Source: an optimization exercise on an open RTL-to-GDS flow (aim: small area and a short achievable clock period). Production flows keep margins and buffers that such runs may drop.
RTL that was checked went through simulation tests only; none was proved equivalent to the original.
Only the layout flow was run in runs 2 and 3; the RTL was not checked for function there.
Power and IR drop assume default switching activity.

==> flow/design.v <==
module mul16lo(input [15:0] a, input [15:0] b, output [15:0] p);
  wire pp0_0 = a[0] & b[0];
  wire pp0_1 = a[1] & b[0];
  wire pp0_2 = a[2] & b[0];
  wire pp0_3 = a[3] & b[0];
  wire pp0_4 = a[4] & b[0];
  wire pp0_5 = a[5] & b[0];
  wire pp0_6 = a[6] & b[0];
  wire pp0_7 = a[7] & b[0];
  wire pp0_8 = a[8] & b[0];
  wire pp0_9 = a[9] & b[0];
  wire pp0_10 = a[10] & b[0];
  wire pp0_11 = a[11] & b[0];
  wire pp0_12 = a[12] & b[0];
  wire pp0_13 = a[13] & b[0];
  wire pp0_14 = a[14] & b[0];
  wire pp0_15 = a[15] & b[0];
  wire pp1_0 = a[0] & b[1];
  wire pp1_1 = a[1] & b[1];
  wire pp1_2 = a[2] & b[1];
  wire pp1_3 = a[3] & b[1];
  wire pp1_4 = a[4] & b[1];
  wire pp1_5 = a[5] & b[1];
  wire pp1_6 = a[6] & b[1];
  wire pp1_7 = a[7] & b[1];
  wire pp1_8 = a[8] & b[1];
  wire pp1_9 = a[9] & b[1];
  wire pp1_10 = a[10] & b[1];
  wire pp1_11 = a[11] & b[1];
  wire pp1_12 = a[12] & b[1];
  wire pp1_13 = a[13] & b[1];
  wire pp1_14 = a[14] & b[1];
  wire pp2_0 = a[0] & b[2];
  wire pp2_1 = a[1] & b[2];
  wire pp2_2 = a[2] & b[2];
  wire pp2_3 = a[3] & b[2];
  wire pp2_4 = a[4] & b[2];
  wire pp2_5 = a[5] & b[2];
  wire pp2_6 = a[6] & b[2];
  wire pp2_7 = a[7] & b[2];
  wire pp2_8 = a[8] & b[2];
  wire pp2_9 = a[9] & b[2];
  wire pp2_10 = a[10] & b[2];
  wire pp2_11 = a[11] & b[2];
  wire pp2_12 = a[12] & b[2];
  wire pp2_13 = a[13] & b[2];
  wire pp3_0 = a[0] & b[3];
  wire pp3_1 = a[1] & b[3];
  wire pp3_2 = a[2] & b[3];
  wire pp3_3 = a[3] & b[3];
  wire pp3_4 = a[4] & b[3];
  wire pp3_5 = a[5] & b[3];
  wire pp3_6 = a[6] & b[3];
  wire pp3_7 = a[7] & b[3];
  wire pp3_8 = a[8] & b[3];
  wire pp3_9 = a[9] & b[3];
  wire pp3_10 = a[10] & b[3];
  wire pp3_11 = a[11] & b[3];
  wire pp3_12 = a[12] & b[3];
  wire pp4_0 = a[0] & b[4];
  wire pp4_1 = a[1] & b[4];
  wire pp4_2 = a[2] & b[4];
  wire pp4_3 = a[3] & b[4];
  wire pp4_4 = a[4] & b[4];
  wire pp4_5 = a[5] & b[4];
  wire pp4_6 = a[6] & b[4];
  wire pp4_7 = a[7] & b[4];
  wire pp4_8 = a[8] & b[4];
  wire pp4_9 = a[9] & b[4];
  wire pp4_10 = a[10] & b[4];
  wire pp4_11 = a[11] & b[4];
  wire pp5_0 = a[0] & b[5];
  wire pp5_1 = a[1] & b[5];
  wire pp5_2 = a[2] & b[5];
  wire pp5_3 = a[3] & b[5];
  wire pp5_4 = a[4] & b[5];
  wire pp5_5 = a[5] & b[5];
  wire pp5_6 = a[6] & b[5];
  wire pp5_7 = a[7] & b[5];
  wire pp5_8 = a[8] & b[5];
  wire pp5_9 = a[9] & b[5];
  wire pp5_10 = a[10] & b[5];
  wire pp6_0 = a[0] & b[6];
  wire pp6_1 = a[1] & b[6];
  wire pp6_2 = a[2] & b[6];
  wire pp6_3 = a[3] & b[6];
  wire pp6_4 = a[4] & b[6];
  wire pp6_5 = a[5] & b[6];
  wire pp6_6 = a[6] & b[6];
  wire pp6_7 = a[7] & b[6];
  wire pp6_8 = a[8] & b[6];
  wire pp6_9 = a[9] & b[6];
  wire pp7_0 = a[0] & b[7];
  wire pp7_1 = a[1] & b[7];
  wire pp7_2 = a[2] & b[7];
  wire pp7_3 = a[3] & b[7];
  wire pp7_4 = a[4] & b[7];
  wire pp7_5 = a[5] & b[7];
  wire pp7_6 = a[6] & b[7];
  wire pp7_7 = a[7] & b[7];
  wire pp7_8 = a[8] & b[7];
  wire pp8_0 = a[0] & b[8];
  wire pp8_1 = a[1] & b[8];
  wire pp8_2 = a[2] & b[8];
  wire pp8_3 = a[3] & b[8];
  wire pp8_4 = a[4] & b[8];
  wire pp8_5 = a[5] & b[8];
  wire pp8_6 = a[6] & b[8];
  wire pp8_7 = a[7] & b[8];
  wire pp9_0 = a[0] & b[9];
  wire pp9_1 = a[1] & b[9];
  wire pp9_2 = a[2] & b[9];
  wire pp9_3 = a[3] & b[9];
  wire pp9_4 = a[4] & b[9];
  wire pp9_5 = a[5] & b[9];
  wire pp9_6 = a[6] & b[9];
  wire pp10_0 = a[0] & b[10];
  wire pp10_1 = a[1] & b[10];
  wire pp10_2 = a[2] & b[10];
  wire pp10_3 = a[3] & b[10];
  wire pp10_4 = a[4] & b[10];
  wire pp10_5 = a[5] & b[10];
  wire pp11_0 = a[0] & b[11];
  wire pp11_1 = a[1] & b[11];
  wire pp11_2 = a[2] & b[11];
  wire pp11_3 = a[3] & b[11];
  wire pp11_4 = a[4] & b[11];
  wire pp12_0 = a[0] & b[12];
  wire pp12_1 = a[1] & b[12];
  wire pp12_2 = a[2] & b[12];
  wire pp12_3 = a[3] & b[12];
  wire pp13_0 = a[0] & b[13];
  wire pp13_1 = a[1] & b[13];
  wire pp13_2 = a[2] & b[13];
  wire pp14_0 = a[0] & b[14];
  wire pp14_1 = a[1] & b[14];
  wire pp15_0 = a[0] & b[15];
  wire s0, c0;
  assign s0 = pp0_13 ^ pp1_12;
  assign c0 = pp0_13 & pp1_12;
  wire s1, c1;
  assign s1 = pp0_14 ^ pp1_13 ^ pp2_12;
  assign c1 = (pp0_14 & pp1_13) | (pp0_14 & pp2_12) | (pp1_13 & pp2_12);
  wire s2, c2;
  assign s2 = pp3_11 ^ pp4_10;
  assign c2 = pp3_11 & pp4_10;
  wire s3, c3;
  assign s3 = pp0_15 ^ pp1_14 ^ pp2_13;
  assign c3 = (pp0_15 & pp1_14) | (pp0_15 & pp2_13) | (pp1_14 & pp2_13);
  wire s4, c4;
  assign s4 = pp3_12 ^ pp4_11 ^ pp5_10;
  assign c4 = (pp3_12 & pp4_11) | (pp3_12 & pp5_10) | (pp4_11 & pp5_10);
  wire s5, c5;
  assign s5 = pp6_9 ^ pp7_8;
  assign c5 = pp6_9 & pp7_8;
  wire s6, c6;
  assign s6 = pp0_9 ^ pp1_8;
  assign c6 = pp0_9 & pp1_8;
  wire s7, c7;
  assign s7 = pp0_10 ^ pp1_9 ^ pp2_8;
  assign c7 = (pp0_10 & pp1_9) | (pp0_10 & pp2_8) | (pp1_9 & pp2_8);
  wire s8, c8;
  assign s8 = pp3_7 ^ pp4_6;
  assign c8 = pp3_7 & pp4_6;
  wire s9, c9;
  assign s9 = pp0_11 ^ pp1_10 ^ pp2_9;
  assign c9 = (pp0_11 & pp1_10) | (pp0_11 & pp2_9) | (pp1_10 & pp2_9);
  wire s10, c10;
  assign s10 = pp3_8 ^ pp4_7 ^ pp5_6;
  assign c10 = (pp3_8 & pp4_7) | (pp3_8 & pp5_6) | (pp4_7 & pp5_6);
  wire s11, c11;
  assign s11 = pp6_5 ^ pp7_4;
  assign c11 = pp6_5 & pp7_4;
  wire s12, c12;
  assign s12 = pp0_12 ^ pp1_11 ^ pp2_10;
  assign c12 = (pp0_12 & pp1_11) | (pp0_12 & pp2_10) | (pp1_11 & pp2_10);
  wire s13, c13;
  assign s13 = pp3_9 ^ pp4_8 ^ pp5_7;
  assign c13 = (pp3_9 & pp4_8) | (pp3_9 & pp5_7) | (pp4_8 & pp5_7);
  wire s14, c14;
  assign s14 = pp6_6 ^ pp7_5 ^ pp8_4;
  assign c14 = (pp6_6 & pp7_5) | (pp6_6 & pp8_4) | (pp7_5 & pp8_4);
  wire s15, c15;
  assign s15 = pp9_3 ^ pp10_2;
  assign c15 = pp9_3 & pp10_2;
  wire s16, c16;
  assign s16 = s0 ^ pp2_11 ^ pp3_10;
  assign c16 = (s0 & pp2_11) | (s0 & pp3_10) | (pp2_11 & pp3_10);
  wire s17, c17;
  assign s17 = pp4_9 ^ pp5_8 ^ pp6_7;
  assign c17 = (pp4_9 & pp5_8) | (pp4_9 & pp6_7) | (pp5_8 & pp6_7);
  wire s18, c18;
  assign s18 = pp7_6 ^ pp8_5 ^ pp9_4;
  assign c18 = (pp7_6 & pp8_5) | (pp7_6 & pp9_4) | (pp8_5 & pp9_4);
  wire s19, c19;
  assign s19 = pp10_3 ^ pp11_2 ^ pp12_1;
  assign c19 = (pp10_3 & pp11_2) | (pp10_3 & pp12_1) | (pp11_2 & pp12_1);
  wire s20, c20;
  assign s20 = c0 ^ s1 ^ s2;
  assign c20 = (c0 & s1) | (c0 & s2) | (s1 & s2);
  wire s21, c21;
  assign s21 = pp5_9 ^ pp6_8 ^ pp7_7;
  assign c21 = (pp5_9 & pp6_8) | (pp5_9 & pp7_7) | (pp6_8 & pp7_7);
  wire s22, c22;
  assign s22 = pp8_6 ^ pp9_5 ^ pp10_4;
  assign c22 = (pp8_6 & pp9_5) | (pp8_6 & pp10_4) | (pp9_5 & pp10_4);
  wire s23, c23;
  assign s23 = pp11_3 ^ pp12_2 ^ pp13_1;
  assign c23 = (pp11_3 & pp12_2) | (pp11_3 & pp13_1) | (pp12_2 & pp13_1);
  wire s24, c24;
  assign s24 = c1 ^ c2 ^ s3;
  assign c24 = (c1 & c2) | (c1 & s3) | (c2 & s3);
  wire s25, c25;
  assign s25 = s4 ^ s5 ^ pp8_7;
  assign c25 = (s4 & s5) | (s4 & pp8_7) | (s5 & pp8_7);
  wire s26, c26;
  assign s26 = pp9_6 ^ pp10_5 ^ pp11_4;
  assign c26 = (pp9_6 & pp10_5) | (pp9_6 & pp11_4) | (pp10_5 & pp11_4);
  wire s27, c27;
  assign s27 = pp12_3 ^ pp13_2 ^ pp14_1;
  assign c27 = (pp12_3 & pp13_2) | (pp12_3 & pp14_1) | (pp13_2 & pp14_1);
  wire s28, c28;
  assign s28 = pp0_6 ^ pp1_5;
  assign c28 = pp0_6 & pp1_5;
  wire s29, c29;
  assign s29 = pp0_7 ^ pp1_6 ^ pp2_5;
  assign c29 = (pp0_7 & pp1_6) | (pp0_7 & pp2_5) | (pp1_6 & pp2_5);
  wire s30, c30;
  assign s30 = pp3_4 ^ pp4_3;
  assign c30 = pp3_4 & pp4_3;
  wire s31, c31;
  assign s31 = pp0_8 ^ pp1_7 ^ pp2_6;
  assign c31 = (pp0_8 & pp1_7) | (pp0_8 & pp2_6) | (pp1_7 & pp2_6);
  wire s32, c32;
  assign s32 = pp3_5 ^ pp4_4 ^ pp5_3;
  assign c32 = (pp3_5 & pp4_4) | (pp3_5 & pp5_3) | (pp4_4 & pp5_3);
  wire s33, c33;
  assign s33 = pp6_2 ^ pp7_1;
  assign c33 = pp6_2 & pp7_1;
  wire s34, c34;
  assign s34 = s6 ^ pp2_7 ^ pp3_6;
  assign c34 = (s6 & pp2_7) | (s6 & pp3_6) | (pp2_7 & pp3_6);
  wire s35, c35;
  assign s35 = pp4_5 ^ pp5_4 ^ pp6_3;
  assign c35 = (pp4_5 & pp5_4) | (pp4_5 & pp6_3) | (pp5_4 & pp6_3);
  wire s36, c36;
  assign s36 = pp7_2 ^ pp8_1 ^ pp9_0;
  assign c36 = (pp7_2 & pp8_1) | (pp7_2 & pp9_0) | (pp8_1 & pp9_0);
  wire s37, c37;
  assign s37 = c6 ^ s7 ^ s8;
  assign c37 = (c6 & s7) | (c6 & s8) | (s7 & s8);
  wire s38, c38;
  assign s38 = pp5_5 ^ pp6_4 ^ pp7_3;
  assign c38 = (pp5_5 & pp6_4) | (pp5_5 & pp7_3) | (pp6_4 & pp7_3);
  wire s39, c39;
  assign s39 = pp8_2 ^ pp9_1 ^ pp10_0;
  assign c39 = (pp8_2 & pp9_1) | (pp8_2 & pp10_0) | (pp9_1 & pp10_0);
  wire s40, c40;
  assign s40 = c7 ^ c8 ^ s9;
  assign c40 = (c7 & c8) | (c7 & s9) | (c8 & s9);
  wire s41, c41;
  assign s41 = s10 ^ s11 ^ pp8_3;
  assign c41 = (s10 & s11) | (s10 & pp8_3) | (s11 & pp8_3);
  wire s42, c42;
  assign s42 = pp9_2 ^ pp10_1 ^ pp11_0;
  assign c42 = (pp9_2 & pp10_1) | (pp9_2 & pp11_0) | (pp10_1 & pp11_0);
  wire s43, c43;
  assign s43 = c9 ^ c10 ^ c11;
  assign c43 = (c9 & c10) | (c9 & c11) | (c10 & c11);
  wire s44, c44;
  assign s44 = s12 ^ s13 ^ s14;
  assign c44 = (s12 & s13) | (s12 & s14) | (s13 & s14);
  wire s45, c45;
  assign s45 = s15 ^ pp11_1 ^ pp12_0;
  assign c45 = (s15 & pp11_1) | (s15 & pp12_0) | (pp11_1 & pp12_0);
  wire s46, c46;
  assign s46 = c12 ^ c13 ^ c14;
  assign c46 = (c12 & c13) | (c12 & c14) | (c13 & c14);
  wire s47, c47;
  assign s47 = c15 ^ s16 ^ s17;
  assign c47 = (c15 & s16) | (c15 & s17) | (s16 & s17);
  wire s48, c48;
  assign s48 = s18 ^ s19 ^ pp13_0;
  assign c48 = (s18 & s19) | (s18 & pp13_0) | (s19 & pp13_0);
  wire s49, c49;
  assign s49 = c16 ^ c17 ^ c18;
  assign c49 = (c16 & c17) | (c16 & c18) | (c17 & c18);
  wire s50, c50;
  assign s50 = c19 ^ s20 ^ s21;
  assign c50 = (c19 & s20) | (c19 & s21) | (s20 & s21);
  wire s51, c51;
  assign s51 = s22 ^ s23 ^ pp14_0;
  assign c51 = (s22 & s23) | (s22 & pp14_0) | (s23 & pp14_0);
  wire s52, c52;
  assign s52 = c20 ^ c21 ^ c22;
  assign c52 = (c20 & c21) | (c20 & c22) | (c21 & c22);
  wire s53, c53;
  assign s53 = c23 ^ s24 ^ s25;
  assign c53 = (c23 & s24) | (c23 & s25) | (s24 & s25);
  wire s54, c54;
  assign s54 = s26 ^ s27 ^ pp15_0;
  assign c54 = (s26 & s27) | (s26 & pp15_0) | (s27 & pp15_0);
  wire s55, c55;
  assign s55 = pp0_4 ^ pp1_3;
  assign c55 = pp0_4 & pp1_3;
  wire s56, c56;
  assign s56 = pp0_5 ^ pp1_4 ^ pp2_3;
  assign c56 = (pp0_5 & pp1_4) | (pp0_5 & pp2_3) | (pp1_4 & pp2_3);
  wire s57, c57;
  assign s57 = pp3_2 ^ pp4_1;
  assign c57 = pp3_2 & pp4_1;
  wire s58, c58;
  assign s58 = s28 ^ pp2_4 ^ pp3_3;
  assign c58 = (s28 & pp2_4) | (s28 & pp3_3) | (pp2_4 & pp3_3);
  wire s59, c59;
  assign s59 = pp4_2 ^ pp5_1 ^ pp6_0;
  assign c59 = (pp4_2 & pp5_1) | (pp4_2 & pp6_0) | (pp5_1 & pp6_0);
  wire s60, c60;
  assign s60 = c28 ^ s29 ^ s30;
  assign c60 = (c28 & s29) | (c28 & s30) | (s29 & s30);
  wire s61, c61;
  assign s61 = pp5_2 ^ pp6_1 ^ pp7_0;
  assign c61 = (pp5_2 & pp6_1) | (pp5_2 & pp7_0) | (pp6_1 & pp7_0);
  wire s62, c62;
  assign s62 = c29 ^ c30 ^ s31;
  assign c62 = (c29 & c30) | (c29 & s31) | (c30 & s31);
  wire s63, c63;
  assign s63 = s32 ^ s33 ^ pp8_0;
  assign c63 = (s32 & s33) | (s32 & pp8_0) | (s33 & pp8_0);
  wire s64, c64;
  assign s64 = c31 ^ c32 ^ c33;
  assign c64 = (c31 & c32) | (c31 & c33) | (c32 & c33);
  wire s65, c65;
  assign s65 = s34 ^ s35 ^ s36;
  assign c65 = (s34 & s35) | (s34 & s36) | (s35 & s36);
  wire s66, c66;
  assign s66 = c34 ^ c35 ^ c36;
  assign c66 = (c34 & c35) | (c34 & c36) | (c35 & c36);
  wire s67, c67;
  assign s67 = s37 ^ s38 ^ s39;
  assign c67 = (s37 & s38) | (s37 & s39) | (s38 & s39);
  wire s68, c68;
  assign s68 = c37 ^ c38 ^ c39;
  assign c68 = (c37 & c38) | (c37 & c39) | (c38 & c39);
  wire s69, c69;
  assign s69 = s40 ^ s41 ^ s42;
  assign c69 = (s40 & s41) | (s40 & s42) | (s41 & s42);
  wire s70, c70;
  assign s70 = c40 ^ c41 ^ c42;
  assign c70 = (c40 & c41) | (c40 & c42) | (c41 & c42);
  wire s71, c71;
  assign s71 = s43 ^ s44 ^ s45;
  assign c71 = (s43 & s44) | (s43 & s45) | (s44 & s45);
  wire s72, c72;
  assign s72 = c43 ^ c44 ^ c45;
  assign c72 = (c43 & c44) | (c43 & c45) | (c44 & c45);
  wire s73, c73;
  assign s73 = s46 ^ s47 ^ s48;
  assign c73 = (s46 & s47) | (s46 & s48) | (s47 & s48);
  wire s74, c74;
  assign s74 = c46 ^ c47 ^ c48;
  assign c74 = (c46 & c47) | (c46 & c48) | (c47 & c48);
  wire s75, c75;
  assign s75 = s49 ^ s50 ^ s51;
  assign c75 = (s49 & s50) | (s49 & s51) | (s50 & s51);
  wire s76, c76;
  assign s76 = c49 ^ c50 ^ c51;
  assign c76 = (c49 & c50) | (c49 & c51) | (c50 & c51);
  wire s77, c77;
  assign s77 = s52 ^ s53 ^ s54;
  assign c77 = (s52 & s53) | (s52 & s54) | (s53 & s54);
  wire s78, c78;
  assign s78 = pp0_3 ^ pp1_2;
  assign c78 = pp0_3 & pp1_2;
  wire s79, c79;
  assign s79 = s55 ^ pp2_2 ^ pp3_1;
  assign c79 = (s55 & pp2_2) | (s55 & pp3_1) | (pp2_2 & pp3_1);
  wire s80, c80;
  assign s80 = c55 ^ s56 ^ s57;
  assign c80 = (c55 & s56) | (c55 & s57) | (s56 & s57);
  wire s81, c81;
  assign s81 = c56 ^ c57 ^ s58;
  assign c81 = (c56 & c57) | (c56 & s58) | (c57 & s58);
  wire s82, c82;
  assign s82 = c58 ^ c59 ^ s60;
  assign c82 = (c58 & c59) | (c58 & s60) | (c59 & s60);
  wire s83, c83;
  assign s83 = c60 ^ c61 ^ s62;
  assign c83 = (c60 & c61) | (c60 & s62) | (c61 & s62);
  wire s84, c84;
  assign s84 = c62 ^ c63 ^ s64;
  assign c84 = (c62 & c63) | (c62 & s64) | (c63 & s64);
  wire s85, c85;
  assign s85 = c64 ^ c65 ^ s66;
  assign c85 = (c64 & c65) | (c64 & s66) | (c65 & s66);
  wire s86, c86;
  assign s86 = c66 ^ c67 ^ s68;
  assign c86 = (c66 & c67) | (c66 & s68) | (c67 & s68);
  wire s87, c87;
  assign s87 = c68 ^ c69 ^ s70;
  assign c87 = (c68 & c69) | (c68 & s70) | (c69 & s70);
  wire s88, c88;
  assign s88 = c70 ^ c71 ^ s72;
  assign c88 = (c70 & c71) | (c70 & s72) | (c71 & s72);
  wire s89, c89;
  assign s89 = c72 ^ c73 ^ s74;
  assign c89 = (c72 & c73) | (c72 & s74) | (c73 & s74);
  wire s90, c90;
  assign s90 = c74 ^ c75 ^ s76;
  assign c90 = (c74 & c75) | (c74 & s76) | (c75 & s76);
  wire s91, c91;
  assign s91 = pp0_2 ^ pp1_1;
  assign c91 = pp0_2 & pp1_1;
  wire s92, c92;
  assign s92 = s78 ^ pp2_1 ^ pp3_0;
  assign c92 = (s78 & pp2_1) | (s78 & pp3_0) | (pp2_1 & pp3_0);
  wire s93, c93;
  assign s93 = c78 ^ s79 ^ pp4_0;
  assign c93 = (c78 & s79) | (c78 & pp4_0) | (s79 & pp4_0);
  wire s94, c94;
  assign s94 = c79 ^ s80 ^ pp5_0;
  assign c94 = (c79 & s80) | (c79 & pp5_0) | (s80 & pp5_0);
  wire s95, c95;
  assign s95 = c80 ^ s81 ^ s59;
  assign c95 = (c80 & s81) | (c80 & s59) | (s81 & s59);
  wire s96, c96;
  assign s96 = c81 ^ s82 ^ s61;
  assign c96 = (c81 & s82) | (c81 & s61) | (s82 & s61);
  wire s97, c97;
  assign s97 = c82 ^ s83 ^ s63;
  assign c97 = (c82 & s83) | (c82 & s63) | (s83 & s63);
  wire s98, c98;
  assign s98 = c83 ^ s84 ^ s65;
  assign c98 = (c83 & s84) | (c83 & s65) | (s84 & s65);
  wire s99, c99;
  assign s99 = c84 ^ s85 ^ s67;
  assign c99 = (c84 & s85) | (c84 & s67) | (s85 & s67);
  wire s100, c100;
  assign s100 = c85 ^ s86 ^ s69;
  assign c100 = (c85 & s86) | (c85 & s69) | (s86 & s69);
  wire s101, c101;
  assign s101 = c86 ^ s87 ^ s71;
  assign c101 = (c86 & s87) | (c86 & s71) | (s87 & s71);
  wire s102, c102;
  assign s102 = c87 ^ s88 ^ s73;
  assign c102 = (c87 & s88) | (c87 & s73) | (s88 & s73);
  wire s103, c103;
  assign s103 = c88 ^ s89 ^ s75;
  assign c103 = (c88 & s89) | (c88 & s75) | (s89 & s75);
  wire s104, c104;
  assign s104 = c89 ^ s90 ^ s77;
  assign c104 = (c89 & s90) | (c89 & s77) | (s90 & s77);
  wire [15:0] x = {c103, c102, c101, c100, c99, c98, c97, c96, c95, c94, c93, c92, c91, s91, pp0_1, pp0_0};
  wire [15:0] y = {s104, s103, s102, s101, s100, s99, s98, s97, s96, s95, s94, s93, s92, pp2_0, pp1_0, 1'b0};
  assign p = x + y;
endmodule
`timescale 1ns / 1ps
module Main(
	input clk,
	input reset,
	input start_button,
	input axis_valid,
	input [15:0]axis_value,
	input [15:0]mem_rdata,
	output mem_en,
	output mem_we,
	output [14:0]mem_addr,
	output [15:0]mem_wdata,
	output [15:0]led_value
	);
	reg [1:0] st;
	reg [15:0] ir;
	reg [15:0] opA, opB;
	reg [14:0] ad;
	reg [14:0] pc;
	reg fc, fg, fe;             
	reg [255:0] rf;             
	reg [15:0] led;
	wire s01 = (st == 2'b01);
	wire s10 = (st == 2'b10);
	wire s11 = (st == 2'b11);
	always @(posedge clk) begin
		if (reset) st <= 2'b00;
		else st <= st + 2'b01;
	end
	always @(posedge clk) begin
		if (reset) ir <= 16'h0000;
		else if (s01) ir <= mem_rdata;
	end
	function f_is_i(input [3:0] o);
		f_is_i = (o == 4'b0101) | (o == 4'b0110) | (o == 4'b1001) | (o == 4'b1011) |
		         (o == 4'b0001) | (o == 4'b0010) | (o == 4'b0011) | (o == 4'b1110);
	endfunction
	wire [3:0] opc = ir[15:12];
	wire [3:0] fn  = ir[7:4];
	wire [3:0] rd  = ir[11:8];
	wire [3:0] rs  = ir[3:0];
	wire is_r   = (opc == 4'b0000);
	wire is_i   = f_is_i(opc);
	wire is_ls  = (opc == 4'b0100);
	wire is_st  = is_ls & (fn == 4'b0100);
	wire is_jmp = is_ls & (fn == 4'b1100);
	wire is_ld  = is_ls & ~is_st & ~is_jmp;
	wire is_br  = (opc == 4'b1100);
	wire [3:0] op = is_r ? fn : (is_i ? opc : 4'b0000);
	wire op_add  = (op == 4'b0101) | (op == 4'b0110);
	wire op_addc = (op == 4'b0111) | (op == 4'b0001);
	wire op_sub  = (op == 4'b1001);
	wire op_cmp  = (op == 4'b1011);
	wire op_cmpu = (op == 4'b1000);
	wire op_and  = (op == 4'b1111);
	wire op_or   = (op == 4'b0010);
	wire op_xor  = (op == 4'b0011);
	wire op_not  = (op == 4'b1010);
	wire op_lsh  = (op == 4'b0100);
	wire op_mul  = (op == 4'b1110);
	wire op_zero = (op == 4'b1101);
	wire op_wr = op_add | op_addc | op_sub | op_and | op_or | op_xor | op_not | op_lsh | op_mul | op_zero;
	function [15:0] f_imm(input [15:0] w);
		f_imm = {(w[15:12] == 4'b0110) ? 8'h00 : {8{w[7]}}, w[7:0]};
	endfunction
	wire [15:0] A = opA;
	wire [15:0] B = opB;
	wire inv = op_sub | op_cmp | op_cmpu | op_not;
	wire cin = (op_sub | op_cmp | op_cmpu) | (op_addc & fc);
	wire [15:0] Bx = (op_not ? 16'h0000 : B) ^ {16{inv}};
	wire [15:0] px = A ^ Bx;                 
	wire [16:0] s17 = {1'b0, A} + {1'b0, Bx} + {16'h0000, cin};
	wire [15:0] sum = s17[15:0];
	wire cout = s17[16];
	wire c15 = sum[15] ^ A[15] ^ Bx[15];     
	wire eq = &px;                           
	wire ge_s = (~A[15] & B[15]) | (~A[15] & c15) | (B[15] & c15);
	wire [15:0] prod;
	mul16lo mul (.a(A), .b(B), .p(prod));
	wire nr = ~reset;
	wire sel_sum  = nr & s10 & (op_add | op_addc | op_sub);
	wire sel_and  = nr & s10 & op_and;
	wire sel_or   = nr & s10 & op_or;
	wire sel_x    = nr & s10 & (op_xor | op_not);
	wire sel_prod = nr & s10 & (op_lsh | op_mul);
	wire sel_ir   = nr & s10 & is_ld;
	wire sel_mem  = nr & s11;
	wire [15:0] result =
		({16{sel_sum}} & sum) |
		({16{sel_and}} & (A & B)) |
		({16{sel_or}}  & (A | B)) |
		({16{sel_x}}   & px) |
		({16{sel_prod}} & prod);
	wire nfc = (op_add | op_addc) ? cout : (op_sub ? ~cout : fc);
	wire nfg = op_cmp ? (ge_s & ~eq) : (op_cmpu ? (cout & ~eq) : fg);
	wire nfe = (op_cmp | op_cmpu) ? eq : fe;
	always @(posedge clk) begin
		if (reset) begin
			fc <= 1'b0; fg <= 1'b0; fe <= 1'b0;
		end else begin
			fc <= nfc; fg <= nfg; fe <= nfe;
		end
	end
	wire we = (s10 & (op_wr | is_ld)) | (s11 & is_ld);
	wire [15:0] wd = result | ({16{sel_ir}} & ir) | ({16{sel_mem}} & mem_rdata);
	wire [3:0] ra = mem_rdata[11:8];
	wire [3:0] rb = mem_rdata[3:0];
	wire [15:0] pa = rf[16*ra +: 16];
	wire [15:0] pb = rf[16*rb +: 16];
	genvar g;
	generate for (g = 0; g < 16; g = g + 1) begin : regs
		wire wsel = we & (rd == g);
		if (g == 0) begin : r0
			always @(posedge clk)
				if (axis_valid | wsel | reset) rf[15:0] <= axis_valid ? axis_value : wd;
		end else begin : rn
			always @(posedge clk)
				if (wsel | reset) rf[16*g +: 16] <= wd;
		end
	end endgenerate
	always @(posedge clk) led <= rf[255:240];
	wire axA = axis_valid & (s01 ? (ra == 4'd0) : (rd == 4'd0));
	wire axB = axis_valid & (s01 ? (rb == 4'd0) : (rs == 4'd0));
	wire [15:0] nb = axB ? axis_value : pb;
	wire n_r   = (mem_rdata[15:12] == 4'b0000);
	wire n_lsh = n_r & (mem_rdata[7:4] == 4'b0100);
	wire n_i   = f_is_i(mem_rdata[15:12]);
	wire [15:0] n_sh = (nb[15:4] != 12'd0) ? 16'h0000 : (16'h0001 << nb[3:0]);
	wire tb_ax = ~s01 & ~is_i & axB;
	wire tb_wd = ~s01 & ~is_i & ~axB & we & (rs == rd);
	always @(posedge clk) begin
		opA <= ({16{axA}} & axis_value) |
		       ({16{~axA & s01}} & pa) |
		       ({16{~axA & ~s01 & we}} & wd) |
		       ({16{~axA & ~s01 & ~we}} & opA);
		if (s01) ad <= nb[14:0];
		else if (axB) ad <= axis_value[14:0];
		else if (we & (rs == rd)) ad <= wd[14:0];
		opB <= ({16{s01}} & (n_i ? f_imm(mem_rdata) : (n_lsh ? n_sh : nb))) |
		       ({16{tb_ax}} & axis_value) |
		       ({16{tb_wd}} & wd) |
		       ({16{~s01 & ~tb_ax & ~tb_wd}} & opB);
	end
	reg cond;
	always @* begin
		case (rd)
			4'b0000: cond = 1'b1;
			4'b0001: cond = fc;
			4'b0010: cond = fg;
			4'b0011: cond = fe;
			4'b0100: cond = start_button;
			default: cond = 1'b0;
		endcase
	end
	wire pc_zero = (pc == 15'd0);
	wire take = is_br & cond & ~pc_zero;
	wire [14:0] pc_next = pc + (take ? {{7{ir[7]}}, ir[7:0]} : 15'd1);
	always @(posedge clk) begin
		if (reset) pc <= 15'd0;
		else if (s11) pc <= (is_jmp & cond) ? ad : pc_next;
	end
	assign mem_en = ~s10 | (is_ls & ~is_jmp);
	assign mem_we = s10 & is_st;
	assign mem_addr = st[1] ? ad : pc;
	assign mem_wdata = opA;
	assign led_value = led;
endmodule
==> flow/flow/run.sh <==
#!/bin/bash
# The standard layout (standard.sh), with plain buf_2 cells instead of
# delay buffers as the port buffers, and timing repair aimed at 6 ns of
# setup slack. Full tool output goes to standard.log.
export BUFFER_PORTS_ARGS="-buffer_cell sky130_fd_sc_hd__buf_2"
export SETUP_SLACK_MARGIN=6
bash standard.sh finish > standard.log 2>&1
status=$?
tail -n 5 standard.log
exit $status
==> flow/standard.sh <==
#!/bin/bash
# synth_recipe.tcl (not shown) runs the flow's synth.tcl, then flattens the netlist and writes it again
# the make line also repeats each setting of config.mk as NAME=value (left out here)
make -C /OpenROAD-flow-scripts/flow DESIGN_CONFIG=/design/flow/config.mk WORK_HOME=/design/flow/orfs CLKGATE_MAP_FILE= SYNTH_SCRIPT=/design/flow/synth_recipe.tcl "${@:-finish}"
==> flow/config.mk <==
export PLATFORM = sky130hd
export DESIGN_NAME = Main
export DESIGN_NICKNAME = Main
export VERILOG_FILES = /design/flow/design.v
export SDC_FILE = /design/flow/constraint.sdc
export NUM_CORES = 4
export LEC_CHECK = 0
export CAP_MARGIN = 20
export CORE_MARGIN = 2
export CORE_UTILIZATION = 50
export CTS_BUF_LIST = sky130_fd_sc_hd__clkbuf_4 sky130_fd_sc_hd__clkbuf_8
export CTS_CLUSTER_DIAMETER = 60
export CTS_CLUSTER_SIZE = 16
export SLEW_MARGIN = 20
==> flow/constraint.sdc <==
create_clock -name core_clock -period 11.0 [get_ports {clk}]
set_input_delay 2.2000 -clock core_clock [delete_from_list [all_inputs] [get_ports {clk}]]
set_output_delay 2.2000 -clock core_clock [all_outputs]
set_load 0.01 [all_outputs]
==> flow_metrics.tcl, run 1 <==
set metrics [dict create \
    r2r_end "rf[15]" \
    drtAntennaViolNets 0 \
    core_um2 46800 \
    yosys-top-cells-count "edfxtp_1, nand2_1, inv_1, mux4_2, nor2_1" \
    cts_root_buf "clkbuf_8" \
    ys.flop_type "edfxtp_1" \
    async_flop_share_pct 0 \
    maxCapViolations 0 \
    synthCells 2061 \
    placementRows 79 \
    drive_above_1_share_pct 27.0 \
    cts_buffer_depth 3 \
    clock-sinks 355 \
    p_comb_share_pct 60.6 \
    setup_violations 0 \
    status "no timing/DRC/antenna violations" \
    start_kind "flop" \
    swShare_pct 43.0 \
    grt_setup_unrepaired "true" \
    grt_usage_pct 32.6 \
    grt_overflow 0 \
    clkLatencyLatePin_ps 630 \
    fmax_mhz 197 \
    slew_viol_final 0 \
    p_clk_share_pct 12.8 \
    worst-path-buf-inv 5 \
    hold_class "reg2reg" \
    grt_pass1_vias 18100 \
    io_pins 85 \
    drc 0 \
    switchingPower_mw 3.04 \
    p_leak_nw 10.2 \
    netlist_area_um2 23800 \
    worstPathArrival_ps 5470 \
    grt_max_degree 61 \
    synth.most_common_cell "edfxtp_1" \
    setup_ws_ps 5920 \
    hold_path_end "led[3]" \
    ir_worst_vdd_mv 0.383 \
    hp-start "rf[243]" \
    synth-edff-count 271 \
    ys_ff_latch 355 \
    pre_cts_ws_ps 5000 \
    routedWlPerCell_um 28.9 \
    wirelength_um 80500 \
    dp_hpwl_um 53900 \
    cts_buffers 34 \
    worstMarginPinSlew_ps 1230 \
    via_per_inst 6.64 \
    worst_clock_skew_ps 36.0 \
    intPower_mw 4.02 \
    nets 2327 \
    first_pass_iters 6 \
    max_stage_delay_ps 520 \
    min_period_ps 5080 \
    yosysTopAreaCell "edfxtp_1" \
    place_congestion 1.02 \
    r2r_setup_slack_ps 5920 \
    period_share_pct 46.2 \
    vias 18500 \
    grt_pass1_wl_um 119000 \
    synth_area_leaders "edfxtp_1, mux4_2, dfxtp_1, fa_1, ha_1" \
    dr.first_iter.drc_count 2184 \
    hold_viol 0 \
    whs_ps 393 \
    finalSetupTns_ps 0 \
    start_util_pct 50.9 \
    die_w_um 222 \
    syn_area_per_cell_um2 11.5 \
    numPortBuffers 84 \
    crit_chain "buf_12 > and2_4 > ha_4 > inv_2 > fa_1 > inv_1 > fa_2 > inv_2 > fa_2 > fa_1 > fa_2 > xor2_1 > xnor2_1 > xnor2_1 > xnor2_1 > xnor3_1 > xnor2_2 > o211ai_1 > buf_6 > mux2_4" \
    maxSlewHeadroom_pct 17.8 \
    p_seq_share_pct 26.6 \
    ys_seq_area_share_pct 41.3 \
    ys_warn_count 1 \
    cpLargestDelayFamily "adder cells" \
    cp_max_fo 4 \
    area_growth_syn_to_layout_pct 12.9 \
    required_ps 11390 \
    end_kind "flop" \
    synth.distinct_cells 91 \
    htree_levels 2 \
    reg2reg_depth 20 \
    die-area_um2 49300 \
    cts_tree "done" \
    holdPathStages 0 \
    r2r_start "opB[1]" \
    path_clk_slew_ps 110 \
    syn_nets 2240 \
    powerDensity_nw_per_um2 263 \
    die_h_um 222 \
    slowest_stage "fa_2" \
    antenna_found_initial 2 \
    synth_top_area_share_pct 34.2 \
    critical_path_class "reg2reg" \
]
==> worst reg2reg max path, delay by kind of cell (launching register included) <==
family	cells	cell delay, ps
adder cells (fa/ha/maj)	6	2410
XOR/XNOR	6	1150
flip-flops	1	340
AO/OA/AOI/OAI	1	130
multiplexers	1	250
AND/OR/NAND/NOR	1	160
buffers and inverters	5	440
==> what timing repair did <==
| action | 4_1_cts | 5_1_grt |
|---|---|---|
| hold buffers | 0 | 0 |
| buffers inserted | 41 | 10 |
| gates cloned | 0 | 2 |
| endpoints found under the setup margin | 177 | 164 |
| resized for setup | 103 | 66 |
| pin swaps | 32 | 20 |
==> final cells by class <==
cell class	count	area, µm²
Fill cell	3909	19900
Multi-Input combinational cell	1412	13400
Sequential cell	355	9890
Timing Repair Buffer	188	1420
Tap cell	607	759
Inverter	156	599
Clock buffer	43	542
Clock inverter	19	220
Timing Repair inverter	1	7.51
Antenna cell	2	5.00
==> power groups by stage <==
stage / registers [mW] / clock network [mW] / logic [mW]
after global routing: 1.89 / 0.963 / 4.66
after CTS: 1.87 / 0.918 / 4.01
after floorplan: 1.77 / 0 / 2.44
after global placement: 1.90 / 0 / 3.24
after detailed placement: 1.91 / 0 / 3.25
final: 1.88 / 0.905 / 4.28
==> metal layers <==
layer,global-route usage (%),wire length [µm],vias up
met5,0,13,-
met4,12.9,3350,2
met3,5.61,7770,190
met2,50.9,37000,1059
met1,45.8,32400,9323
li1,-,-,7899
==> stage by stage <==
stage | instances | util (%) | power, mW | instance area [µm²]
2_1_floorplan | 2061 | - | 4.21 | 24000
3_3_place_gp | 2666 | 53.5 | 5.14 | 25000
3_5_place_dp | 2666 | 53.5 | 5.15 | 25000
4_1_cts | 2769 | 56.7 | 6.80 | 26500
5_1_grt | 2781 | 57.4 | 7.51 | 26800
6_report | 2783 | 57.4 | 7.06 | 26800
==> state kept, by name, indices dropped and copies added (netlist names) <==
signal and flops:
rf 256, ir 16, led 16, opA 16
opB 16, ad 15, pc 15, st 2
fc 1, fe 1, fg 1
==> layout by cell type, fill, tap and decap left out, types with 19 or more instances in the layout <==
| cell | count |
|---|---|
| nor2_1 | 110 |
| mux2i_1 | 30 |
| clkbuf_8 | 35 |
| xnor2_1 | 33 |
| inv_1 | 136 |
| nor2b_1 | 19 |
| buf_4 | 81 |
| nand3_1 | 27 |
| nor3_1 | 26 |
| a22oi_1 | 34 |
| dfxtp_1 | 57 |
| o21ai_0 | 52 |
| and2_1 | 95 |
| mux4_2 | 147 |
| ha_1 | 51 |
| edfxtp_1 | 271 |
| buf_2 | 82 |
| a21oi_1 | 94 |
| nand2_1 | 165 |
| fa_1 | 75 |
| mux2_2 | 25 |
==> worst max path at each step <==
| stage | depth (start not counted) | startpoint | end |
|---|---|---|---|
| 3_3_place_gp | 16 | opB[2] | rf[106] |
| 4_1_cts | 16 | opB[10] | rf[15] |
| 3_5_place_dp | 10 | mem_rdata[0] | opB[5] |
| 5_1_grt | 20 | opB[1] | rf[15] |
| 2_1_floorplan | 20 | opB[0] | rf[15] |
| 6_report | 20 | opB[1] | rf[15] |
==> cells by family (layout without fill, tap and decap cells) <==
group / after synthesis / after routing / synth area share (%)
buf+inv: 294 / 407 / 5.05
compound gates: 429 / 429 / 12.6
flops: 355 / 355 / 41.3
other cells: 0 / 2 / 0
xor+xnor: 54 / 54 / 2.05
fa+ha+maj: 143 / 143 / 10.1
simple gates: 578 / 578 / 12.3
mux: 208 / 208 / 16.7
==> inputs of run 2 (changes only) <==
--- a/flow/design.v
+++ b/flow/design.v
@@ -471,7 +471,6 @@
 	reg [1:0] st;
 	reg [15:0] ir;
 	reg [15:0] opA, opB;
-	reg [14:0] ad;
 	reg [14:0] pc;
 	reg fc, fg, fe;             
 	reg [255:0] rf;             
@@ -533,20 +532,12 @@
 	wire ge_s = (~A[15] & B[15]) | (~A[15] & c15) | (B[15] & c15);
 	wire [15:0] prod;
 	mul16lo mul (.a(A), .b(B), .p(prod));
-	wire nr = ~reset;
-	wire sel_sum  = nr & s10 & (op_add | op_addc | op_sub);
-	wire sel_and  = nr & s10 & op_and;
-	wire sel_or   = nr & s10 & op_or;
-	wire sel_x    = nr & s10 & (op_xor | op_not);
-	wire sel_prod = nr & s10 & (op_lsh | op_mul);
-	wire sel_ir   = nr & s10 & is_ld;
-	wire sel_mem  = nr & s11;
 	wire [15:0] result =
-		({16{sel_sum}} & sum) |
-		({16{sel_and}} & (A & B)) |
-		({16{sel_or}}  & (A | B)) |
-		({16{sel_x}}   & px) |
-		({16{sel_prod}} & prod);
+		({16{op_add | op_addc | op_sub}} & sum) |
+		({16{op_and}} & (A & B)) |
+		({16{op_or}}  & (A | B)) |
+		({16{op_xor | op_not}} & px) |
+		({16{op_lsh | op_mul}} & prod);
 	wire nfc = (op_add | op_addc) ? cout : (op_sub ? ~cout : fc);
 	wire nfg = op_cmp ? (ge_s & ~eq) : (op_cmpu ? (cout & ~eq) : fg);
 	wire nfe = (op_cmp | op_cmpu) ? eq : fe;
@@ -558,9 +549,10 @@
 		end
 	end
 	wire we = (s10 & (op_wr | is_ld)) | (s11 & is_ld);
-	wire [15:0] wd = result | ({16{sel_ir}} & ir) | ({16{sel_mem}} & mem_rdata);
+	wire [15:0] wd = s11 ? mem_rdata : (is_ld ? ir : result);
+	wire [15:0] wdr = wd & {16{~reset}};
 	wire [3:0] ra = mem_rdata[11:8];
-	wire [3:0] rb = mem_rdata[3:0];
+	wire [3:0] rb = s01 ? mem_rdata[3:0] : rs;
 	wire [15:0] pa = rf[16*ra +: 16];
 	wire [15:0] pb = rf[16*rb +: 16];
 	genvar g;
@@ -568,10 +560,10 @@
 		wire wsel = we & (rd == g);
 		if (g == 0) begin : r0
 			always @(posedge clk)
-				if (axis_valid | wsel | reset) rf[15:0] <= axis_valid ? axis_value : wd;
+				if (axis_valid | wsel | reset) rf[15:0] <= axis_valid ? axis_value : wdr;
 		end else begin : rn
 			always @(posedge clk)
-				if (wsel | reset) rf[16*g +: 16] <= wd;
+				if (wsel | reset) rf[16*g +: 16] <= wdr;
 		end
 	end endgenerate
 	always @(posedge clk) led <= rf[255:240];
@@ -582,20 +574,15 @@
 	wire n_lsh = n_r & (mem_rdata[7:4] == 4'b0100);
 	wire n_i   = f_is_i(mem_rdata[15:12]);
 	wire [15:0] n_sh = (nb[15:4] != 12'd0) ? 16'h0000 : (16'h0001 << nb[3:0]);
-	wire tb_ax = ~s01 & ~is_i & axB;
-	wire tb_wd = ~s01 & ~is_i & ~axB & we & (rs == rd);
 	always @(posedge clk) begin
-		opA <= ({16{axA}} & axis_value) |
-		       ({16{~axA & s01}} & pa) |
-		       ({16{~axA & ~s01 & we}} & wd) |
-		       ({16{~axA & ~s01 & ~we}} & opA);
-		if (s01) ad <= nb[14:0];
-		else if (axB) ad <= axis_value[14:0];
-		else if (we & (rs == rd)) ad <= wd[14:0];
-		opB <= ({16{s01}} & (n_i ? f_imm(mem_rdata) : (n_lsh ? n_sh : nb))) |
-		       ({16{tb_ax}} & axis_value) |
-		       ({16{tb_wd}} & wd) |
-		       ({16{~s01 & ~tb_ax & ~tb_wd}} & opB);
+		if (axA) opA <= axis_value;
+		else if (s01) opA <= pa;
+		else if (we) opA <= wd;
+		if (s01) opB <= n_i ? f_imm(mem_rdata) : (n_lsh ? n_sh : nb);
+		else if (~is_i) begin
+			if (axB) opB <= axis_value;
+			else if (we & (rs == rd)) opB <= wd;
+		end
 	end
 	reg cond;
 	always @* begin
@@ -613,11 +600,11 @@
 	wire [14:0] pc_next = pc + (take ? {{7{ir[7]}}, ir[7:0]} : 15'd1);
 	always @(posedge clk) begin
 		if (reset) pc <= 15'd0;
-		else if (s11) pc <= (is_jmp & cond) ? ad : pc_next;
+		else if (s11) pc <= (is_jmp & cond) ? pb[14:0] : pc_next;
 	end
 	assign mem_en = ~s10 | (is_ls & ~is_jmp);
 	assign mem_we = s10 & is_st;
-	assign mem_addr = st[1] ? ad : pc;
+	assign mem_addr = st[1] ? pb[14:0] : pc;
 	assign mem_wdata = opA;
 	assign led_value = led;
 endmodule
==> flow/run.sh (new file) <==
#!/bin/bash
# synth_recipe.tcl (not shown) runs the flow's synth.tcl, then flattens the netlist and writes it again
# the make line also repeats each setting of config.mk as NAME=value (left out here)
make -C /OpenROAD-flow-scripts/flow DESIGN_CONFIG=/design/flow/config.mk WORK_HOME=/design/flow/orfs CLKGATE_MAP_FILE= SYNTH_SCRIPT=/design/flow/synth_recipe.tcl finish
--- a/flow/config.mk
+++ b/flow/config.mk
@@ -7,8 +7,6 @@
 export LEC_CHECK = 0
 export CAP_MARGIN = 20
 export CORE_MARGIN = 2
-export CORE_UTILIZATION = 50
+export CORE_UTILIZATION = 60
 export CTS_BUF_LIST = sky130_fd_sc_hd__clkbuf_4 sky130_fd_sc_hd__clkbuf_8
-export CTS_CLUSTER_DIAMETER = 60
-export CTS_CLUSTER_SIZE = 16
 export SLEW_MARGIN = 20
removed: flow/flow/run.sh
removed: flow/standard.sh
==> run 2 against run 1 <==
Compared with the run above:
- sequential cell count fell by 15
- combinational power up 43%
- synthesized cell count is 1.6% higher
- fmax fell by 40%
- non-clock buffer count down 49
- die area shrank 17%
==> flow_metrics.tcl, run 2 <==
set metrics [dict create \
    clock-sinks 340 \
    grt_setup_unrepaired "false" \
    antenna_found_initial 2 \
    pre_cts_ws_ps 2620 \
    grt_max_degree 69 \
    start_kind "primary input" \
    largest_reg_flops 256 \
    worst-path-buf-inv 3 \
    grt_usage_pct 36.6 \
    p_leak_nw 10.1 \
    worstPathArrival_ps 6230 \
    grt_pass1_wl_um 111000 \
    cts_root_buf "clkbuf_8" \
    die-area_um2 40700 \
    setup_ws_ps 2570 \
    layout_commonest_cell "edfxtp_1" \
    async_flop_share_pct 0 \
    start_util_pct 60.7 \
    dp_hpwl_um 50000 \
    critical_path_class "in2out" \
    grt_pass1_vias 18200 \
    multiInputGateArea_um2 12700 \
    period_share_pct 76.6 \
    drtAntennaViolNets 0 \
    die_h_um 202 \
    ys_ff_latch 340 \
    die_w_um 202 \
    cp_common_cell "clkdlybuf4s50_1" \
    ctsResizeCount 0 \
    hold_buffers 0 \
    synth_area_leaders "edfxtp_1, mux4_2, fa_1, dfxtp_1, nand2_1" \
    end_kind "primary output" \
    syn_area_per_cell_um2 11.2 \
    status "no timing/DRC/antenna violations" \
    path_clk_slew_ps 60 \
    regArea_um2 9690 \
    grt_overflow 0 \
    synthCells 2093 \
    max_stage_delay_ps 690 \
    dr.first_iter.drc_count 2057 \
    slew_viol_final 0 \
    drive_above_1_share_pct 15.2 \
    required_ps 8800 \
    total_power_mw 9.54 \
    final_cell_mix "edfxtp_1, nand2_1, nor2_1" \
    worst_clock_skew_ps 36.7 \
    io_pins 85 \
    hold_class "reg2reg" \
    maxCapViolations 0 \
    antenna_cells 0 \
    nFillCells 2905 \
    core_um2 38600 \
    ys_warn_count 1 \
    nets 2337 \
    routedWlPerCell_um 26.9 \
    place_congestion 0.959 \
    finalSetupTns_ps 0 \
    synth.most_common_cell "edfxtp_1" \
    postCtsSetupBuffers 0 \
    ys.flop_type "edfxtp_1" \
    powerDensity_nw_per_um2 367 \
    placementRows 72 \
    whs_ps 412 \
    numPortBuffers 84 \
    cts_buffers 55 \
    synth-edff-count 288 \
    via_per_inst 6.67 \
    yosysTopAreaCell "edfxtp_1" \
    setup_violations 0 \
    yosys-top-cells-count "edfxtp_1, nand2_1, nor2_1, inv_1, mux4_2" \
    syn_nets 2271 \
    maxSlewHeadroom_pct 21.9 \
    cp_max_fo 41 \
    wirelength_um 73300 \
    clkLatencyLatePin_ps 680 \
    synth_top_area_share_pct 36.9 \
    regMostFlops "rf" \
    drc 0 \
    cpLargestDelayFamily "multiplexers" \
    hold_viol 0 \
    area_growth_syn_to_layout_pct 10.8 \
    cts_buffer_depth 3 \
    synth.distinct_cells 86 \
    crit_chain "clkdlybuf4s50_1 > mux2_4 > buf_4 > mux4_1 > a22oi_1 > nand3_1 > mux2_2 > clkdlybuf4s50_1" \
    netlist_area_um2 23500 \
    cts_tree "done" \
    min_period_ps 8430 \
    ys_seq_area_share_pct 41.3 \
    ir_worst_vdd_mv 0.823 \
    vias 18200 \
    first_pass_iters 6 \
    worstMarginPinSlew_ps 1170 \
    fmax_mhz 119 \
    htree_levels 2 \
    slowest_stage "mux2_4" \
]
-- run 2: changes by cell type after synthesis, sizes merged, moves of 16 or more --
| cell | before | now |
|---|---|---|
| a22oi | 34 | 13 |
| a31oi | 6 | 22 |
| buf | 44 | 28 |
| nor2 | 115 | 159 |
| edfxtp | 271 | 288 |
| nand2 | 172 | 215 |
| dfxtp | 84 | 52 |
| mux4 | 147 | 130 |
-- run 2: final cells by class --
class	count	area share, %
Clock buffer	82	3.81
Sequential cell	340	37.3
Multi-Input combinational cell	1482	48.9
Tap cell	518	2.49
Inverter	141	2.04
Timing Repair Buffer	139	4.77
Clock inverter	19	0.770
-- run 2: stage by stage --
stage               area, µm²  utilization [%]  std cells
global route            26000             67.3       2721
CTS                     26000             67.3       2721
global placement        24800             64.2       2620
detailed placement      24800             64.2       2620
floorplan               23500                -       2093
finish                  26000             67.3       2721
-- run 2: cell families after synthesis --
group | share of synthesized area (%)
AND/OR/NAND/NOR | 13.7
adder cells (fa/ha/maj) | 10.2
buffers and inverters | 4.77
AO/OA/AOI/OAI | 12.2
flip-flops | 41.3
XOR/XNOR | 2.24
multiplexers | 15.6
-- run 2: power by group --
group          internal (mW)  switching [mW]
clock                  0.656           0.536
sequential              1.93           0.309
combinational           2.64            3.47
-- run 2: path summary, 6_finish.rpt --
kind,cells past startpoint,startpoint,slack (ps),end
hold / removal,0,rf[242],410,led[2]
hold reg to reg,0,rf[242],410,led[2]
setup reg to reg,19,opA[6],4560,rf[57]
setup / recovery,8,mem_rdata[0],2570,mem_addr[7]
-- run 2: routing by layer --
metal | wire [µm] | global-route usage, % | part of all wire, %
met2 | 33900 | 57.9 | 46
met1 | 28200 | 48.6 | 38
met5 | 18 | 0 | 0.025
met3 | 7010 | 7.09 | 9.6
met4 | 4230 | 18.9 | 5.8
==> inputs of run 3 (changes only) <==
--- a/flow/design.v
+++ b/flow/design.v
@@ -475,6 +475,7 @@
 	reg fc, fg, fe;             
 	reg [255:0] rf;             
 	reg [15:0] led;
+	wire s00 = (st == 2'b00);
 	wire s01 = (st == 2'b01);
 	wire s10 = (st == 2'b10);
 	wire s11 = (st == 2'b11);
@@ -486,16 +487,13 @@
 		if (reset) ir <= 16'h0000;
 		else if (s01) ir <= mem_rdata;
 	end
-	function f_is_i(input [3:0] o);
-		f_is_i = (o == 4'b0101) | (o == 4'b0110) | (o == 4'b1001) | (o == 4'b1011) |
-		         (o == 4'b0001) | (o == 4'b0010) | (o == 4'b0011) | (o == 4'b1110);
-	endfunction
 	wire [3:0] opc = ir[15:12];
 	wire [3:0] fn  = ir[7:4];
 	wire [3:0] rd  = ir[11:8];
 	wire [3:0] rs  = ir[3:0];
 	wire is_r   = (opc == 4'b0000);
-	wire is_i   = f_is_i(opc);
+	wire is_i   = (opc == 4'b0101) | (opc == 4'b0110) | (opc == 4'b1001) | (opc == 4'b1011) |
+	              (opc == 4'b0001) | (opc == 4'b0010) | (opc == 4'b0011) | (opc == 4'b1110);
 	wire is_ls  = (opc == 4'b0100);
 	wire is_st  = is_ls & (fn == 4'b0100);
 	wire is_jmp = is_ls & (fn == 4'b1100);
@@ -515,29 +513,35 @@
 	wire op_mul  = (op == 4'b1110);
 	wire op_zero = (op == 4'b1101);
 	wire op_wr = op_add | op_addc | op_sub | op_and | op_or | op_xor | op_not | op_lsh | op_mul | op_zero;
-	function [15:0] f_imm(input [15:0] w);
-		f_imm = {(w[15:12] == 4'b0110) ? 8'h00 : {8{w[7]}}, w[7:0]};
-	endfunction
+	wire [7:0] ext = (opc == 4'b0110) ? 8'h00 : {8{ir[7]}};
+	wire [15:0] imm = {ext, ir[7:0]};
 	wire [15:0] A = opA;
-	wire [15:0] B = opB;
-	wire inv = op_sub | op_cmp | op_cmpu | op_not;
-	wire cin = (op_sub | op_cmp | op_cmpu) | (op_addc & fc);
-	wire [15:0] Bx = (op_not ? 16'h0000 : B) ^ {16{inv}};
-	wire [15:0] px = A ^ Bx;                 
-	wire [16:0] s17 = {1'b0, A} + {1'b0, Bx} + {16'h0000, cin};
-	wire [15:0] sum = s17[15:0];
-	wire cout = s17[16];
-	wire c15 = sum[15] ^ A[15] ^ Bx[15];     
-	wire eq = &px;                           
-	wire ge_s = (~A[15] & B[15]) | (~A[15] & c15) | (B[15] & c15);
+	wire [15:0] B = is_i ? imm : opB;
+	wire inv = op_sub | op_cmp | op_cmpu;
+	wire cin = inv | (op_addc & fc);
+	wire [15:0] Bx = B ^ {16{inv}};
+	wire [15:0] sum;
+	wire [16:0] cy;
+	assign cy[0] = cin;
+	genvar g;
+	generate for (g = 0; g < 16; g = g + 1) begin : add
+		assign sum[g] = A[g] ^ Bx[g] ^ cy[g];
+		assign cy[g+1] = (A[g] & Bx[g]) | (A[g] & cy[g]) | (Bx[g] & cy[g]);
+	end endgenerate
+	wire cout = cy[16];
+	wire eq = (A == B);
+	wire ge_s = (~A[15] & B[15]) | (~A[15] & cy[15]) | (B[15] & cy[15]);
 	wire [15:0] prod;
 	mul16lo mul (.a(A), .b(B), .p(prod));
+	wire [15:0] shl = (opB[15:4] != 12'd0) ? 16'h0000 : (A << opB[3:0]);
 	wire [15:0] result =
 		({16{op_add | op_addc | op_sub}} & sum) |
 		({16{op_and}} & (A & B)) |
 		({16{op_or}}  & (A | B)) |
-		({16{op_xor | op_not}} & px) |
-		({16{op_lsh | op_mul}} & prod);
+		({16{op_xor}} & (A ^ B)) |
+		({16{op_not}} & ~A) |
+		({16{op_lsh}} & shl) |
+		({16{op_mul}} & prod);
 	wire nfc = (op_add | op_addc) ? cout : (op_sub ? ~cout : fc);
 	wire nfg = op_cmp ? (ge_s & ~eq) : (op_cmpu ? (cout & ~eq) : fg);
 	wire nfe = (op_cmp | op_cmpu) ? eq : fe;
@@ -548,41 +552,44 @@
 			fc <= nfc; fg <= nfg; fe <= nfe;
 		end
 	end
-	wire we = (s10 & (op_wr | is_ld)) | (s11 & is_ld);
+	wire we = (s10 & ((op_wr & ~is_ls) | is_ld)) | (s11 & is_ld);
 	wire [15:0] wd = s11 ? mem_rdata : (is_ld ? ir : result);
-	wire [15:0] wdr = wd & {16{~reset}};
 	wire [3:0] ra = mem_rdata[11:8];
-	wire [3:0] rb = s01 ? mem_rdata[3:0] : rs;
-	wire [15:0] pa = rf[16*ra +: 16];
-	wire [15:0] pb = rf[16*rb +: 16];
-	genvar g;
+	wire [3:0] rb = mem_rdata[3:0];
+	reg [15:0] pa, pb;
+	integer k;
+	always @* begin
+		pa = 16'h0000;
+		pb = 16'h0000;
+		for (k = 0; k < 16; k = k + 1) begin
+			pa = pa | ({16{ra == k}} & rf[16*k +: 16]);
+			pb = pb | ({16{rb == k}} & rf[16*k +: 16]);
+		end
+	end
 	generate for (g = 0; g < 16; g = g + 1) begin : regs
 		wire wsel = we & (rd == g);
 		if (g == 0) begin : r0
+			wire hold = ~wsel & ~reset & ~axis_valid;
 			always @(posedge clk)
-				if (axis_valid | wsel | reset) rf[15:0] <= axis_valid ? axis_value : wdr;
+				rf[15:0] <= ({16{axis_valid}} & axis_value) |
+				            ({16{wsel & ~axis_valid}} & wd) |
+				            ({16{hold}} & rf[15:0]);
 		end else begin : rn
+			wire hold = ~wsel & ~reset;
 			always @(posedge clk)
-				if (wsel | reset) rf[16*g +: 16] <= wdr;
+				rf[16*g +: 16] <= ({16{wsel}} & wd) | ({16{hold}} & rf[16*g +: 16]);
 		end
 	end endgenerate
 	always @(posedge clk) led <= rf[255:240];
 	wire axA = axis_valid & (s01 ? (ra == 4'd0) : (rd == 4'd0));
 	wire axB = axis_valid & (s01 ? (rb == 4'd0) : (rs == 4'd0));
-	wire [15:0] nb = axB ? axis_value : pb;
-	wire n_r   = (mem_rdata[15:12] == 4'b0000);
-	wire n_lsh = n_r & (mem_rdata[7:4] == 4'b0100);
-	wire n_i   = f_is_i(mem_rdata[15:12]);
-	wire [15:0] n_sh = (nb[15:4] != 12'd0) ? 16'h0000 : (16'h0001 << nb[3:0]);
 	always @(posedge clk) begin
 		if (axA) opA <= axis_value;
 		else if (s01) opA <= pa;
 		else if (we) opA <= wd;
-		if (s01) opB <= n_i ? f_imm(mem_rdata) : (n_lsh ? n_sh : nb);
-		else if (~is_i) begin
-			if (axB) opB <= axis_value;
-			else if (we & (rs == rd)) opB <= wd;
-		end
+		if (axB) opB <= axis_value;
+		else if (s01) opB <= pb;
+		else if (we & (rs == rd)) opB <= wd;
 	end
 	reg cond;
 	always @* begin
@@ -596,15 +603,17 @@
 		endcase
 	end
 	wire pc_zero = (pc == 15'd0);
-	wire take = is_br & cond & ~pc_zero;
-	wire [14:0] pc_next = pc + (take ? {{7{ir[7]}}, ir[7:0]} : 15'd1);
+	wire [14:0] pc_inc = pc + 15'd1;
+	wire [14:0] pc_off = pc + {{7{ir[7]}}, ir[7:0]};
+	wire [14:0] step = (is_jmp & cond) ? opB[14:0] :
+	                   (pc_zero | ~(is_br & cond)) ? pc_inc : pc_off;
 	always @(posedge clk) begin
-		if (reset) pc <= 15'd0;
-		else if (s11) pc <= (is_jmp & cond) ? pb[14:0] : pc_next;
+		if (s11) pc <= step;
+		else if (reset) pc <= 15'd0;
 	end
 	assign mem_en = ~s10 | (is_ls & ~is_jmp);
 	assign mem_we = s10 & is_st;
-	assign mem_addr = st[1] ? pb[14:0] : pc;
+	assign mem_addr = st[1] ? opB[14:0] : pc;
 	assign mem_wdata = opA;
 	assign led_value = led;
 endmodule
--- a/flow/config.mk
+++ b/flow/config.mk
@@ -7,6 +7,5 @@
 export LEC_CHECK = 0
 export CAP_MARGIN = 20
 export CORE_MARGIN = 2
-export CORE_UTILIZATION = 60
-export CTS_BUF_LIST = sky130_fd_sc_hd__clkbuf_4 sky130_fd_sc_hd__clkbuf_8
+export CORE_UTILIZATION = 40
 export SLEW_MARGIN = 20
==> run 3 against run 2 <==
Compared with the run above:
- register-to-register slack got worse by 3700 ps
- clock-buffer cell count shrank 20
- still clean
- non-clock buffer count grew 46
- critical path type is now reg2reg
- via count up 30%
- global-route usage decreased by 2.7 points
==> flow_metrics.tcl, run 3 <==
set metrics [dict create \
    status "no timing/DRC/antenna violations" \
    ys.flop_type "dfxtp_1" \
    synth.most_common_cell "nand2_1" \
    dp_hpwl_um 70400 \
    critical_path_class "reg2reg" \
    holdPathStages 0 \
    ys_ff_latch 340 \
    via_per_inst 6.46 \
    maxCapViolations 0 \
    p_leak_nw 10.6 \
    postCtsSetupBuffers 0 \
    syn_area_per_cell_um2 8.32 \
    die_h_um 248 \
    async_flop_share_pct 0 \
    r2r_end "opA[15]" \
    placedInstanceArea_um2 25500 \
    die_w_um 248 \
    multiInputGateArea_um2 15000 \
    grt_max_degree 144 \
    layout_commonest_cell "nand2_1" \
    place_congestion 1.02 \
    max_stage_delay_ps 520 \
    hold_path_end "led[2]" \
    netlist_area_um2 23700 \
    reg2reg_depth 28 \
    area_growth_syn_to_layout_pct 13.4 \
    cts_buffer_depth 3 \
    total_power_mw 7.60 \
    end_kind "flop" \
    worstPathArrival_ps 10480 \
    first_pass_iters 8 \
    synthCells 2853 \
    wirelength_um 105000 \
    routedWlPerCell_um 28.6 \
    start_kind "flop" \
    cts_root_buf "clkbuf_16" \
    finalSetupTns_ps 0 \
    min_period_ps 10160 \
    largest_reg_flops 256 \
    drive_above_1_share_pct 8.54 \
    r2r_start "ir[13]" \
    io_pins 85 \
    final_cell_mix "nand2_1, dfxtp_1, nand3b_1" \
    pre_cts_ws_ps 738 \
    cts_buffers 40 \
    synth_area_leaders "dfxtp_1, fa_1, nand3b_1, edfxtp_1, nand2_1" \
    drtAntennaViolNets 0 \
    period_share_pct 92.4 \
    yosysTopAreaCell "dfxtp_1" \
    r2r_setup_slack_ps 840 \
    grt_pass1_wl_um 153000 \
    grt_pass1_vias 22800 \
    finish.instance_area_um2 26900 \
    regMostFlops "rf" \
    core_um2 58800 \
    path_clk_slew_ps 60 \
    die-area_um2 61300 \
    hold_viol 0 \
    clkLatencyLatePin_ps 590 \
    ir_worst_vdd_mv 0.974 \
    hold_buffers 0 \
    antenna_cells 0 \
    final_cells 3666 \
    antenna_found_initial 4 \
    post-place-cells 3593 \
    cp_common_cell "fa_1" \
    slew_viol_final 0 \
    grt_setup_unrepaired "false" \
    yosys-top-cells-count "nand2_1, dfxtp_1, nand3b_1, nor2_1, o21ai_0" \
    grt_overflow 0 \
    cp_max_fo 34 \
    cts_tree "done" \
    setup_ws_ps 841 \
    nFillCells 5672 \
    required_ps 11320 \
    syn_nets 3062 \
    fmax_mhz 98.4 \
    drc 0 \
    placementRows 89 \
    htree_levels 2 \
    ys_warn_count 1 \
    slowest_stage "dfxtp_1" \
    powerDensity_nw_per_um2 282 \
    vias 23700 \
    dr.first_iter.drc_count 3629 \
    ctsResizeCount 0 \
    ys_seq_area_share_pct 30.7 \
    utilization_pct 45.8 \
    worstMarginPinSlew_ps 1040 \
    whs_ps 391 \
    setup_violations 0 \
    start_util_pct 40.4 \
    hold_class "reg2reg" \
    worst_clock_skew_ps 64.4 \
    maxSlewHeadroom_pct 29.3 \
    nets 3072 \
    synth.distinct_cells 86 \
    clock-sinks 340 \
    grt_usage_pct 34.0 \
    synth_top_area_share_pct 24.7 \
    synth-edff-count 47 \
    regArea_um2 7280 \
    hp-start "rf[242]" \
    numPortBuffers 84 \
]
run 3: cell count changes in the layout (fill, tap and decap cells not counted), moves of 43 or more:
cell      previous run  this run
a22oi_1             13       163
and2_1             112        16
buf_4               56        99
clkbuf_8            60        10
dfxtp_1             52       293
edfxtp_1           288        47
mux4_2             119         6
nand2_1            215       346
nand3b_1             5       244
nand4_1              9        70
nor2_1             159       242
o21ai_0             66       202
run 3: metal layers:
metal	GRT usage (%)	vias up	wire, µm
met5	0.238	-	22
met4	19.8	4	7110
met3	8.74	448	11800
met2	51.4	1595	44900
met1	43.7	11400	41000
li1	-	10200	-
run 3: how the worst max path moves through the flow:
stage          slack [ps]   start  cells after the start  endpoint
3_3_place_gp         1000  ir[13]                     27   opA[14]
2_1_floorplan        1430  ir[14]                     33   opB[15]
6_report              840  ir[13]                     28   opA[15]
4_1_cts               740  ir[12]                     28   opA[14]
5_1_grt               420  ir[12]                     29   opA[15]
3_5_place_dp          740  ir[12]                     28   opA[14]
run 3: worst max-delay path: cells and delay by family, from the launching register on:
kind	cells	cell delay (ps)
buffers and inverters	2	500
adder cells (fa/ha/maj)	16	6440
AO/OA/AOI/OAI	6	1420
flip-flops	1	520
AND/OR/NAND/NOR	4	960
run 3: layout make-up:
type / count / share of cell area [%]
clock buffers: 62 / 4.56
multi-input cells: 2121 / 55.8
flip-flops and latches: 340 / 27.0
well taps: 773 / 3.59
clock inverters: 10 / 0.549
repair buffers: 185 / 5.98
inverters: 175 / 2.44
run 3: power by group:
part / leakage [nW] / internal [mW] / switching [mW] / total [mW]
clock network: 0.675 / 0.822 / 0.573 / 1.40
registers: 2.84 / 1.32 / 0.113 / 1.43
logic: 7.07 / 1.78 / 2.99 / 4.77
run 3: kinds of logic (layout without fill, tap and decap cells):
group | after synthesis | count (layout) | share of synthesized area, %
multiplexers | 76 | 76 | 3.64
flip-flops | 340 | 340 | 30.7
buffers and inverters | 392 | 432 | 6.62
AO/OA/AOI/OAI | 721 | 721 | 20.5
XOR/XNOR | 64 | 64 | 2.77
adder cells (fa/ha/maj) | 173 | 173 | 12.2
AND/OR/NAND/NOR | 1087 | 1087 | 23.6

[re-timing with driven ports]
The flow's constraints put no driver on any port. The routed layouts listed below were extracted and timed again, unchanged, in two steps.
Step 1 sets driving cells, clkbuf_16 on the clock port and buf_2 on the other inputs (assumed; they add their load-dependent delay and slew).
Step 2, shift: input delay + t, output delay - t, t = (earliest + latest rising clock arrival at the registers) / 2. This alone moves slack from input paths to output paths.
Slacks: ideal / step 1 / step 2; pairs: ideal / step 1.
| run | t, ns | slack for setup (ns) | slew at the worst register clock pin (ns) | worst slew at a driven data input, ns | cell pins on the clock port's net |
|---|---|---|---|---|---|
| run 1 | 0.667 | 5.919 / 5.919 / 5.499 | 0.11 / 0.11 | 0.08 | 1 |
| run 2 | 0.714 | 2.569 / 2.478 / 2.478 | 0.07 / 0.07 | 0.09 | 1 |
| run 3 | 0.625 | 0.841 / 0.841 / 0.841 | 0.07 / 0.07 | 0.15 | 1 |
After both steps every run listed still meets setup and hold. The setup slack of run 1, which loses most, moves by 0.000 ns with the drivers and by -0.420 ns with both steps.
